This is an optimization exercise on Yosys and OpenROAD, whose aim is small area, a short achievable clock period and few clock cycles, not a production implementation.
No functional check of the RTL was part of this run.
Power figures rest on the tool's default switching activity, not on a simulated workload.

### flow/run.sh
#!/bin/bash
# synth_recipe.tcl (not shown) runs the flow's synth.tcl, then flattens the netlist and writes it again
# the make line also repeats each setting of config.mk as NAME=value (left out here)
make -C /OpenROAD-flow-scripts/flow DESIGN_CONFIG=/design/flow/config.mk WORK_HOME=/design/flow/orfs CLKGATE_MAP_FILE= SYNTH_SCRIPT=/design/flow/synth_recipe.tcl finish
### flow/config.mk
export PLATFORM = sky130hd
export DESIGN_NAME = geofence
export DESIGN_NICKNAME = geofence
export VERILOG_FILES = /design/flow/design.v
export SDC_FILE = /design/flow/constraint.sdc
export NUM_CORES = 4
export LEC_CHECK = 0
export CAP_MARGIN = 20
export CORE_MARGIN = 2
export CORE_UTILIZATION = 60
export CTS_BUF_LIST = sky130_fd_sc_hd__clkbuf_16
export CTS_CLUSTER_DIAMETER = 80
export CTS_CLUSTER_SIZE = 24
export PLACE_DENSITY = 0.75
export SETUP_SLACK_MARGIN = 5.0
export SLEW_MARGIN = 20
### flow/constraint.sdc
create_clock -name core_clock -period 8.0 [get_ports {clk}]
set_input_delay 1.6000 -clock core_clock [delete_from_list [all_inputs] [get_ports {clk}]]
set_output_delay 1.6000 -clock core_clock [all_outputs]
set_load 0.01 [all_outputs]
### flow/design.v
module geofence ( clk,reset,X,Y,valid,is_inside);
input clk;
input reset;
input [9:0] X;
input [9:0] Y;
output reg valid;
output reg is_inside;
reg [3:0] cnt;
reg [9:0] px, py;        
reg [21:0] q5;           
reg [29:0] q4;           
reg [21:0] q3, q2, q1, q0;   
reg [15:0] m;            
reg prep;                
reg pass;                
reg two;
reg [15:0] gi;           
reg [2:0] pcnt;          
reg [2:0] rp;            
reg [2:0] cu, cw;        
reg [2:0] pu, pw;        
reg have_u, have_w;
reg [3:0] bcnt;          
reg signed [10:0] ux, uy, wx, wy;
reg wpx, wpy;            
reg signed [13:0] acc, d;
reg neg;                 
reg done, res;           
function [10:0] sub10;
    input [9:0] a, b;
    reg [10:0] g, p, gn, pn;
    integer l, j;
    begin
        g = {a & ~b, 1'b1};
        p = {~(a ^ b), 1'b0};
        for (l = 1; l < 16; l = l * 2) begin
            for (j = 0; j < 11; j = j + 1) begin
                if (j >= l) begin
                    gn[j] = g[j] | (p[j] & g[j-l]);
                    pn[j] = p[j] & p[j-l];
                end else begin
                    gn[j] = g[j];
                    pn[j] = p[j];
                end
            end
            g = gn;
            p = pn;
        end
        sub10 = {~g[10], ~(a ^ b) ^ g[9:0]};
    end
endfunction
wire signed [10:0] dx = sub10(X, px);
wire signed [10:0] dy = sub10(Y, py);
function neg13;
    input [12:0] a, b;
    reg [11:0] g, p, gn, pn;
    integer l, j;
    begin
        g = a[11:0] & b[11:0];
        p = a[11:0] | b[11:0];
        for (l = 1; l < 12; l = l * 2) begin
            for (j = 0; j < 12; j = j + 1) begin
                if (j >= l) begin
                    gn[j] = g[j] | (p[j] & g[j-l]);
                    pn[j] = p[j] & p[j-l];
                end else begin
                    gn[j] = g[j];
                    pn[j] = p[j];
                end
            end
            g = gn;
            p = pn;
        end
        neg13 = a[12] ^ b[12] ^ g[11];
    end
endfunction
wire signed [10:0] vx = q5[21:11];
wire signed [10:0] vy = q5[10:0];
wire [12:0] x1 = {{2{vx[10]}}, vx};          
wire [12:0] y1 = {{2{vy[10]}}, vy};          
wire [12:0] x2 = {vx[10], vx, 1'b0};         
wire [12:0] y2 = {vy[10], vy, 1'b0};         
wire [7:0] b;
assign b[0] = ~vy[10];                       
assign b[1] = ~neg13(y2, ~x1);               
assign b[2] = ~neg13(y1, ~x1);               
assign b[3] = ~neg13(y1, ~x2);               
assign b[4] = vx[10];                        
assign b[5] = neg13(y1, x2);                 
assign b[6] = neg13(y1, x1);                 
assign b[7] = neg13(y2, x1);                 
function [15:0] onehot;
    input [7:0] c;
    integer n;
    begin
        for (n = 0; n < 7; n = n + 1) begin
            onehot[n] = c[n] & ~c[n+1];
            onehot[n+8] = ~c[n] & c[n+1];
        end
        onehot[7] = c[7] & c[0];
        onehot[15] = ~c[7] & ~c[0];
    end
endfunction
wire [15:0] h4 = onehot(q4[29:22]);
wire [15:0] h5 = onehot(b);
genvar k;
wire [15:0] z = ~m;
wire [31:0] zz = {z, z};
wire [15:0] r7, r8;
generate
    for (k = 0; k < 16; k = k + 1) begin : g_run
        assign r7[k] = &zz[k+6:k];
        assign r8[k] = &zz[k+7:k];
    end
endgenerate
wire [31:0] r8r = {r8, r8};
wire [31:0] r7r = {r7, r7};
wire [15:0] outv, ambv;
generate
    for (k = 0; k < 16; k = k + 1) begin : g_dec
        assign outv[k] = |r8r[k+8:k+1];
        assign ambv[k] = ~outv[k] & (|r7r[k+9:k+1]);
    end
endgenerate
wire out = |(h5 & outv);
wire amb = |(h5 & ambv);
wire lo = |r7[7:0];
wire [15:0] rs = lo ? {8'd0, r7[7:0]} : r7;
wire in_i = |(h4 & gi);
wire in_j = |(h4 & {gi[7:0], gi[15:8]});
wire signed [10:0] qx = q4[21:11];
wire signed [10:0] qy = q4[10:0];
wire mdone = (bcnt == 4'd7);
function signed [13:0] booth;
    input signed [10:0] u;
    input [1:0] w;
    input wp;
    reg signed [13:0] m;
    begin
        m = (w[0] ^ wp) ? u : ((w[1] ^ w[0]) & (w[0] == wp)) ? 2 * u : 14'sd0;
        booth = (w[1] & ~(w[0] & wp)) ? -m : m;
    end
endfunction
wire signed [13:0] ta = booth(ux, wy[1:0], wpy);
wire signed [13:0] tb = booth(uy, wx[1:0], wpx);
wire signed [13:0] sum = acc + d;
wire nonneg = ~neg;
wire slow = (cnt == 4'd8) & ~valid;
always @(posedge clk or posedge reset) begin
    if (reset) begin
        cnt <= 4'd0;
        valid <= 1'b0;
    end else begin
        if (cnt == 4'd7) begin
            cnt <= 4'd8;
            valid <= ~amb;
        end else if (cnt == 4'd8) begin
            if (valid) begin
                cnt <= 4'd0;
                valid <= 1'b0;
            end else if (done)
                valid <= 1'b1;
        end else
            cnt <= cnt + 4'd1;
    end
end
always @(posedge clk) begin
    if (cnt == 4'd0) begin
        px <= X;
        py <= Y;
    end
    q5 <= (cnt >= 4'd7) ? q0 : {dx, dy};
    q4 <= {b, q5};
    q3 <= q4[21:0];
    q2 <= q3; q1 <= q2; q0 <= q1;
    if (cnt == 4'd2)
        m <= h5;
    else if ((cnt >= 4'd3) & (cnt <= 4'd7))
        m <= m | h5;
    if (cnt == 4'd7)
        is_inside <= ~out;
    else if (done)
        is_inside <= res;
end
wire pend = ~prep & (pcnt == 3'd6) & mdone;
wire lastpair = (pu == cu - 3'd1) & (pw == cw - 3'd1);
always @(*) begin
    done = 1'b0;
    res = 1'b0;
    if (slow & pend) begin
        if (nonneg) begin
            done = ~(two & ~pass);
            res = 1'b1;
        end else
            done = lastpair;
    end
end
always @(posedge clk) begin
    d <= ta - tb;
    if ((bcnt == 4'd0) | (bcnt >= 4'd6))
        acc <= 14'sd0;
    else
        acc <= sum >>> 2;
end
always @(posedge clk) begin
    if (~slow) begin
        prep <= 1'b1;
        pass <= 1'b0;
        pcnt <= 3'd0;
        cu <= 3'd0;
        cw <= 3'd0;
        pu <= 3'd0;
        pw <= 3'd0;
        have_u <= 1'b0;
        have_w <= 1'b0;
        bcnt <= 4'd15;
    end else begin
        if (bcnt <= 4'd6) begin
            bcnt <= bcnt + 4'd1;
            wx <= wx >>> 2;
            wy <= wy >>> 2;
            wpx <= wx[1];
            wpy <= wy[1];
        end
        if (bcnt == 4'd6)
            neg <= sum[13];
        rp <= (rp == 3'd5) ? 3'd0 : rp + 3'd1;
        if (prep) begin
            rp <= 3'd0;
            gi <= {rs[0], rs[15:1]};
            two <= lo & (|r7[15:8]);
            prep <= 1'b0;
        end else begin
            if ((pcnt == 3'd7) & (rp == 3'd5))
                pcnt <= 3'd0;
            if (pcnt < 3'd6) begin
                pcnt <= pcnt + 3'd1;
                if (in_i) begin
                    if (cu == pu) begin
                        ux <= qx;
                        uy <= qy;
                        have_u <= 1'b1;
                    end
                    cu <= cu + 3'd1;
                end
                if (in_j) begin
                    if (cw == pw) begin
                        wx <= qx;
                        wy <= qy;
                        wpx <= 1'b0;
                        wpy <= 1'b0;
                        have_w <= 1'b1;
                    end
                    cw <= cw + 3'd1;
                end
            end
            if (have_u & have_w & (bcnt == 4'd15))
                bcnt <= 4'd0;
            if (pend) begin
                if (nonneg) begin
                    pass <= 1'b1;
                    gi <= {gi[7:0], gi[15:8]};
                    pu <= 3'd0;
                    pw <= 3'd0;
                end else if (pw == cw - 3'd1) begin
                    pu <= pu + 3'd1;
                    pw <= 3'd0;
                end else
                    pw <= pw + 3'd1;
                pcnt <= 3'd7;
                cu <= 3'd0;
                cw <= 3'd0;
                have_u <= 1'b0;
                have_w <= 1'b0;
                bcnt <= 4'd15;
            end
        end
    end
end
endmodule
==> summary.txt <==
## cells by family after synthesis
logic type,Yosys count,synth area share (%)
mux,37,2.59
flops,297,48.2
buf+inv,163,4.54
xor+xnor,70,4.26
fa+ha+maj,78,6.69
simple gates,485,15.5
compound gates,404,18.2
## sequential cells by signal, summed over array words and instances, names as in the netlist, 11 cells and up
name	count
q1	22
wx	11
m	16
q0	22
d	14
q3	22
wy	11
gi	16
ux	11
q5	22
q2	22
uy	11
acc	12
q4	29
## cell type report
class                   instances  area (um2)  share of cell area [%]
repair buffers                 95         767                    4.61
inverters                      96         374                    2.25
clock buffers                  20         500                    3.01
clock inverters                12        92.6                   0.557
multi-input cells            1074        7470                    44.9
flip-flops and latches        297        7030                    42.3
well taps                     324         405                    2.44
## Yosys cell counts, types with 14 or more instances
| cell | count |
|---|---|
| edfxtp_1 | 104 |
| clkbuf_1 | 44 |
| ha_1 | 72 |
| nand3_1 | 37 |
| mux2i_1 | 32 |
| or3_1 | 19 |
| nand2_1 | 157 |
| a22oi_1 | 15 |
| o31ai_1 | 19 |
| nor2_1 | 143 |
| dfxtp_1 | 188 |
| xnor2_1 | 49 |
| nand2b_1 | 15 |
| inv_1 | 92 |
| o22ai_1 | 22 |
| nor3_1 | 36 |
| buf_2 | 18 |
| o21ai_0 | 122 |
| nor2b_1 | 14 |
| a21oi_1 | 73 |
| xor2_1 | 20 |
## path summary, 6_finish.rpt
path / start / to / slack (ns) / cells past startpoint
worst max-delay path: wy[0]$_DFFE_PP_ / d[12]$_DFF_P_ / 4.44 / 16
worst min-delay path: q3[0]$_DFF_P_ / q2[0]$_DFF_P_ / 0.32 / 0
worst max register to register: wy[0]$_DFFE_PP_ / d[12]$_DFF_P_ / 4.44 / 16
worst min register to register: q3[0]$_DFF_P_ / q2[0]$_DFF_P_ / 0.32 / 0
max in group asynchronous: reset / valid$_DFFE_PP0P_ / 6.46 / 2
min in group asynchronous: reset / cnt[3]$_DFFE_PP0P_ / 1.35 / 2
## power breakdown
part           switching (W)  total, W  internal, W
Clock               0.000511  0.000979     0.000468
Sequential          0.000523   0.00271      0.00219
Combinational        0.00162   0.00283      0.00121
## through the flow
stage                     cell area, um2  hold WS, ns  power (W)
after detailed placement           15100        0.312    0.00500
after global placement             15100        0.311    0.00495
after global routing               16600        0.335    0.00694
after CTS                          16200        0.327    0.00623
final                              16600        0.321    0.00653
after floorplan                    14700        0.310    0.00433
## what timing repair did
item                                    4_1_cts  5_1_grt
buffers inserted                             30       33
gates resized for setup                      61       55
pin swaps                                    31       35
endpoints found under the setup margin       28       41
## routing by layer
layer	track usage [%]	vias up	part of all wire, %
met3	3.35	81	5.8
met4	8.76	2	3.2
li1	-	5607	-
met2	42.1	366	46
met5	0	-	0.021
met1	36.8	5618	45
## cells in the final DEF, fill, tap and decap left out, drive strengths merged, types with 20 or more instances in the layout
master / instances
nand2: 157
nor3: 36
mux2i: 32
edfxtp: 104
dfxtp: 188
o21ai: 126
nor2: 143
o22ai: 22
buf: 72
xnor2: 50
inv: 103
xor2: 20
clkbuf: 24
nand3: 37
a21oi: 73
ha: 72
o31ai: 20
==> results.sh <==
export IMPL_max_stage_delay_ns=0.46
export IMPL_crit_top_cell="a21oi_2"
export IMPL_clock_sinks=297
export IMPL_synth_top_flop_cell="dfxtp_1"
export IMPL_detail_route_antenna_nets=0
export IMPL_dr_pass1_iters=5
export IMPL_nets=1677
export IMPL_cp_cell_sequence="ha_4 > nor2_2 > a21oi_2 > ha_2 > nor2_2 > a21oi_2 > fa_2 > a21o_1 > a21oi_2 > o21bai_1 > a21oi_2 > nor2b_1 > o21a_1 > o31a_1 > o41ai_2 > xnor2_1"
export IMPL_rows=57
export IMPL_cts_made_buffers=18
export IMPL_instances_no_fill=1918
export IMPL_p_per_area_mw_per_mm2=392
export IMPL_power_leakage_nw=6.54
export IMPL_place_inst=1823
export IMPL_slew_headroom_pct=26.5
export IMPL_worst_path_buf_inv=0
export IMPL_syn_avg_cell_area_um2=9.49
export IMPL_critPathSlowestCell="edfxtp_1"
export IMPL_worstSetupPathType="reg2reg"
export IMPL_die_w_um=160
export IMPL_ys_ff_latch=297
export IMPL_fp_coreArea_mm2=0.0240
export IMPL_rsz0062_at_grt="true"
export IMPL_boundaryPins=24
export IMPL_die_area_mm2=0.0255
export IMPL_start_kind="flip-flop"
export IMPL_grt_use_total_pct=26.2
export IMPL_dpl_worst_slack_ns=4.07
export IMPL_initial_core_util_pct=60.6
export IMPL_grt_pass1_wl_um=54700
export IMPL_gp_congestion=0.927
export IMPL_syn2layout_area_growth_pct=14.3
export IMPL_synth_distinct_cells=85
export IMPL_required_ns=8.44
export IMPL_grt_pass1_vias=10964
export IMPL_synth_area_mm2=0.0146
export IMPL_syn_num_nets=1629
export IMPL_synth_cells=1534
export IMPL_ys_warnings_count=1
export IMPL_wl_um=34000
export IMPL_fillers=1830
export IMPL_synth_async_sr_flop_share_pct=1.68
export IMPL_max_vdd_ir_drop_v=0.000289
export IMPL_final_setup_tns_ns=0
export IMPL_clock_skew_final_ns=0.0289
export IMPL_hold_violations=0
export IMPL_cts_tree="yes"
export IMPL_post_drt_wl_per_cell_um=17.7
export IMPL_period_minus_slack_ns=3.56
export IMPL_maxCapViolCount=0
export IMPL_root_buffer="clkbuf_16"
export IMPL_setup_slack_ns=4.44
export IMPL_slew_viol_final=0
export IMPL_worstSkewPairLatency_ns=0.51
export IMPL_h_tree_depth=1
export IMPL_clk_pin_slew_worst_paths_ns=0.09
export IMPL_die_y_um=160
export IMPL_drt_iter0_drc=1005
export IMPL_postCtsHoldBufs=0
export IMPL_port_buffers=23
export IMPL_antenna_found_initial=2
export IMPL_period_share_pct=44.5
export IMPL_overflow=0
export IMPL_grt_start_max_net_pins=44
export IMPL_drive_gt1_share_pct=14.4
export IMPL_vias_per_cell=6.09
export IMPL_antenna_cells=0
export IMPL_path_max_fanout=18
export IMPL_setup_viol=0
export IMPL_place_hpwl_um=23500
export IMPL_tightestPinTransition_ns=1.10
export IMPL_vias=11674
export IMPL_yosysTopAreaCell="dfxtp_1"
export IMPL_end_kind="flip-flop"
export IMPL_synth_top_area_share_pct=25.9
export IMPL_cp_arrival_ns=4.00
export IMPL_synth_area_top_cells="dfxtp_1, edfxtp_1, ha_1"
export IMPL_max_freq_mhz=281
export IMPL_fin_util_pct=69.2
export IMPL_synth_edff_count=104
export IMPL_crit_family="compound AO/OA/AOI/OAI gates"
export IMPL_status="timing/DRC/antenna clean"
export IMPL_drc=0
export IMPL_clock_path_buffers=3
export IMPL_yosysSeqAreaShare_pct=48.2
export IMPL_hold_path_class="reg2reg"

-- afterwards: timing with drivers on the ports --
How much do the figures lean on ideal ports? The routed layout below was timed once more, with nothing changed but the port constraints. Step 1 (the two cells are an assumption about what drives the block):
set clk [get_ports {clk}]
set_driving_cell -lib_cell sky130_fd_sc_hd__clkbuf_16 $clk
set_driving_cell -lib_cell sky130_fd_sc_hd__buf_2 [delete_from_list [all_inputs] $clk]
Step 2 also shifts input and output timing later by t, the mid clock arrival at the registers, as if the neighbouring blocks saw the same clock. Slacks: no drivers / after step 1 / after step 2; pairs: no drivers / after step 1.
shift t [ns]: 0.549
slack for setup (ns): 4.438 / 4.438 / 4.438
worst setup path after step 2: register to register
worst register clock-pin slew, ns: 0.10 / 0.10
worst data-port slew with drivers (ns): 0.04
After both steps this run still meets setup and hold. The setup slack of this run moves by 0.000 ns with the drivers and by 0.000 ns with both steps.
